Source: an optimization exercise on an open RTL-to-GDS flow (aim: small area). Production flows keep margins and buffers that such runs may drop. Only simulation tests tie the RTL to the original design; equivalence was not proved. No activity file was given, so power comes from the tool's default toggle rates.

==> inputs of trial 88 <==
==> flow/design.v (excerpt) <==
module top(
    input  logic        clk,
    input  logic        rst,
    input  logic [63:0] seed_r,
    input  logic [63:0] seed_g,
    input  logic [63:0] seed_b,
    output logic        _48b,
    output logic        _45a
);
    logic [191:0] rn;        
    logic [7:0]   ph;
    logic [8:0]   h;         
    logic         s0;
    logic [7:0]   b0;
    logic [3:0]   j;         
    logic [4:0]   i;         
    logic [5:0]   kl;        
    logic [4:0]   kh;        
    logic         p_r, p_g, p_b;    
    logic         q_r, q_g, q_b;    
    logic         acc, cmp;  
    logic [2:0]   f;         
    logic         nrst;
    logic [191:0] seedv;
    logic         ins_raw;
    always_comb
        for (int n = 0; n < 64; n++) begin
            seedv[n]       = seed_r[63 - n];
            seedv[64 + n]  = seed_g[63 - n];
            seedv[128 + n] = seed_b[63 - n];
        end
    rinv    u_rinv (.a(rst), .y(nrst));
    ringreg u_ring (.clk(clk), .rst(rst), .nrst(nrst), .seed(seedv), .ins(ins_raw), .rn(rn));
    logic [5:0] q;
    logic [1:0] ch;
    logic [2:0] a, b;
    logic       pp;
    assign q  = ph[5:0];
    assign ch = ph[7:6];
    assign a  = ph[5:3];
    assign b  = ph[2:0];
    assign pp = ~ph[0];
    logic q_last, ph_last;
    assign q_last  = (q == 6'd63);
    assign ph_last = q_last & ch[1];
    logic a0, a7, b0c, b7;
    assign a0  = (a == 3'd0);
    assign a7  = (a == 3'd7);
    assign b0c = (b == 3'd0);
    assign b7  = (b == 3'd7);
    logic n1, n2, n3, n4, n5, n6, n7, n8;
  ...
export LEC_CHECK = 0
export CAP_MARGIN = 20
export CORE_MARGIN = 2
export CORE_UTILIZATION = 70
export SLEW_MARGIN = 20
export SYNTH_HIERARCHICAL = 1
export SYNTH_MINIMUM_KEEP_SIZE = 0
create_clock -name core_clock -period 83.333 [get_ports {clk}]
standard.sh (not shown) runs the stock make flow with config.mk's settings and CLKGATE_MAP_FILE= SYNTH_SCRIPT=/design/flow/synth_recipe.tcl, a recipe that flattens the netlist after the stock synthesis.
==> flow/flow/run.sh <==
#!/bin/bash
# Standard ORFS layout (the standard.sh) with two changes: the port
# buffers are buf_1 cells, and the clock tree is built from clkbuf_4 cells
# in small sink clusters, without dummy loads.
set -o pipefail
export BUFFER_PORTS_ARGS="-buffer_cell sky130_fd_sc_hd__buf_1"
export CTS_ARGS="-sink_clustering_enable -repair_clock_nets -dont_use_dummy_load -buf_list sky130_fd_sc_hd__clkbuf_4 -sink_clustering_size 10 -sink_clustering_max_diameter 60"
bash standard.sh > standard.log 2>&1
==> build 67: changes against trial 88 <==
--- a/flow/design.v
+++ b/flow/design.v
@@ -55,16 +55,19 @@
         n3 = a0  ? rn[56] : h[7];
         n4 = a0  ? (b0c ? rn[63] : rn[55]) : (b0c ? ~h[0] : ~h[8]);
         n5 = a0  ? (b7  ? rn[49] : rn[57]) : (b7  ? ~s0   : ~h[6]);
         n6 = a7  ? b0[0]  : rn[8];
         n7 = a7  ? ~b0[7] : (b0c ? rn[15] : rn[7]);
         n8 = a7  ? ~b0[1] : (b7  ? rn[1]  : rn[9]);
     end
+    logic [3:0] cnt;
+    assign cnt = 4'(n1) + 4'(n2) + 4'(n3) + 4'(n4) + 4'(n5) + 4'(n6) + 4'(n7) + 4'(n8);
     logic life;
-    gol u_gol(.n({n1,n2,n3,n4,n5,n6,n7,n8}), .c(rn[0]), .pp(pp), .life(life));
+    assign life = pp ? ((cnt == 4'd5) | (~rn[0] & (cnt == 4'd6)))
+                     : ((cnt == 4'd3) | ( rn[0] & (cnt == 4'd2)));
     logic pat;
     always_comb begin
         case (ch)
             2'd0:    pat = (q == 6'd41) | (q == 6'd42) | (q == 6'd43);
             2'd1:    pat = (q == 6'd17) | (q == 6'd18) | (q == 6'd19);
             default: pat = (q == 6'd44) | (q == 6'd52) | (q == 6'd60);
         endcase
@@ -82,17 +85,17 @@
             4'd1, 4'd2, 4'd4, 4'd9, 4'd3:     begin j_lt5 = 1'b1; j_lt10 = 1'b1; end
             4'd6, 4'd13, 4'd10, 4'd5, 4'd11:  begin j_lt5 = 1'b0; j_lt10 = 1'b1; end
             default:                          begin j_lt5 = 1'b0; j_lt10 = 1'b0; end
         endcase
     end
     logic slot_end, frame_end, bit_end, gap, kl_last;
     assign bit_end   = (j == J14);
-    assign gap       = i[4] & i[3];
-    assign slot_end  = gap & j[1];
-    assign kl_last   = &kl;
+    assign gap       = (i == 5'd24);
+    assign slot_end  = gap & (j == J1);
+    assign kl_last   = (kl == 6'd63);
     assign frame_end = (kh == K16) & (kl == 6'd11) & (i == 5'd21) & bit_end;
     logic trig;
     assign trig = (kh == K1) & (kl == 6'd0);
     logic capt;
     assign capt = (q == kl) & (ch == (q_last ? 2'd1 : 2'd2)) & (kh != K16);
     always_ff @(posedge clk) begin
         h  <= {h[7:0], rn[0]};
@@ -128,18 +131,37 @@
                 if (ch == 2'd0) f[0] <= 1'b1;
                 if (ch == 2'd1) f[1] <= 1'b1;
                 if (ch == 2'd2) f[2] <= 1'b1;
             end
         end
     end
     always_ff @(posedge clk) begin
-        j  <= rst ? J9 : (slot_end ? J0 : {j[2:0], j[3] ^ j[2]});
-        i  <= rst ? 5'd21 : ((slot_end | frame_end) ? 5'd0 : i + 5'(bit_end));
-        kl <= rst ? 6'd11 : (frame_end ? 6'd0 : kl + 6'(slot_end));
-        kh <= rst ? K16 : (frame_end ? K0 : ((slot_end & kl_last) ? {kh[3:0], kh[4] ^ kh[2]} : kh));
+        if (rst) begin
+            kh <= K16;
+            kl <= 6'd11;
+            i  <= 5'd21;
+            j  <= J9;
+        end else begin
+            if (frame_end || slot_end) begin
+                j <= J0;
+                i <= 5'd0;
+            end else begin
+                j <= {j[2:0], j[3] ^ j[2]};
+                if (bit_end)
+                    i <= i + 5'd1;
+            end
+            if (frame_end) begin
+                kh <= K0;
+                kl <= 6'd0;
+            end else if (slot_end) begin
+                kl <= kl + 6'd1;
+                if (kl_last)
+                    kh <= {kh[3:0], kh[4] ^ kh[2]};
+            end
+        end
     end
     always_ff @(posedge clk) begin
         if (capt) begin
             q_r <= rn[65];
             q_g <= rn[129];
             q_b <= rn[1];
         end
@@ -184,16 +206,7 @@
     output logic [191:0] rn
 );
     logic [191:0] nxt;
     assign nxt = {ins, rn[191:1]};
     always_ff @(posedge clk)
         rn <= ~(({192{nrst}} | seed) & ({192{rst}} | nxt));
 endmodule
-module gol(input logic [7:0] n, input logic c, input logic pp, output logic life);
-    logic c1, s1, c2, s2, c3, s3, c4, s4, d1, e1;
-    assign {c1, s1} = 2'(n[0]) + 2'(n[1]) + 2'(n[2]);
-    assign {c2, s2} = 2'(n[3]) + 2'(n[4]) + 2'(n[5]);
-    assign {c3, s3} = 2'(n[6]) + 2'(n[7]) + 2'(pp);
-    assign {c4, s4} = 2'(s1) + 2'(s2) + 2'(s3);
-    assign {d1, e1} = 2'(c1) + 2'(c2) + 2'(c3);
-    assign life = (e1 ^ c4) & ~(d1 ^ pp) & ((s4 ^ pp) | (c ^ pp));
-endmodule
- CORE_UTILIZATION: 70 -> 40
==> reports/qor.txt <==
Status -> complete, no violations
Crit path launch -> i[0]
R2r worst-path depth -> 15
Clk pwr -> 0.0513 mW
Slowest CP cell -> or4b_2
Simple-Gate Fraction of Synth Area -> 6.188%
Sequential cell area share -> 55.28%
Post-DP Area -> 0.008921 mm2
Die height -> 147.3 um
NonClk Buf Share -> 8.292%
Worst Path Max Fanout -> 4
Max frequency -> 51.93 MHz
Rows -> 52
Met3 WL -> 1616 um
Pre-CTS setup slack -> 64.51 ns
GRT met1 Usage -> 21.59%
Post-Layout Inst Area -> 0.009144 mm2
Multi-input logic portion of the cell area -> 29.09%
the above is filed under build 67

==> reports/qor.txt <==
Crit path launch -> i[3]
R2r worst-path depth -> 17
Die height -> 111.8 um
NonClk Buf Share -> 8.620%
Multi-input logic portion of the cell area -> 29.35%
Pre-CTS setup slack -> 64.02 ns
Status -> complete, no violations
Worst Path Max Fanout -> 6
Max frequency -> 53.34 MHz
GRT met1 Usage -> 36.35%
Simple-Gate Fraction of Synth Area -> 6.265%
Post-Layout Inst Area -> 0.008884 mm2
Clk pwr -> 0.0495 mW
Post-DP Area -> 0.008666 mm2
the above is filed under trial 88

-- port drivers added, routing unchanged --
In the flow no input, the clock included, has a driving cell. The finished layouts below were timed again as built, in two steps. Step 1: set_driving_cell puts a clkbuf_16 on clk and a buf_2 on each other input, an assumption about the parent block. Step 2 moves the port delays by t, midway between the first and last clock arrival at a register: inputs arrive t later, outputs are due t later. That takes back most of the time a late clock gives input paths. a / b / c = ideal ports / drivers / drivers and shift; a / b = the first two.
| run | t (ns) | setup WS [ns] | clock arrival spread, ns | worst data-port slew with drivers (ns) | cell pins on the clock port's net |
|---|---|---|---|---|---|
| trial 88 | 0.647 | 64.586 / 64.553 / 64.302 | 0.086 / 0.086 | 0.08 | 1 |
| build 67 | 0.654 | 64.078 / 64.037 / 64.500 | 0.085 / 0.085 | 0.07 | 1 |
After both steps setup and hold are still met in every run listed. For trial 88, which loses most, drivers alone change the setup slack by -0.033 ns; drivers and shift together by -0.284 ns.
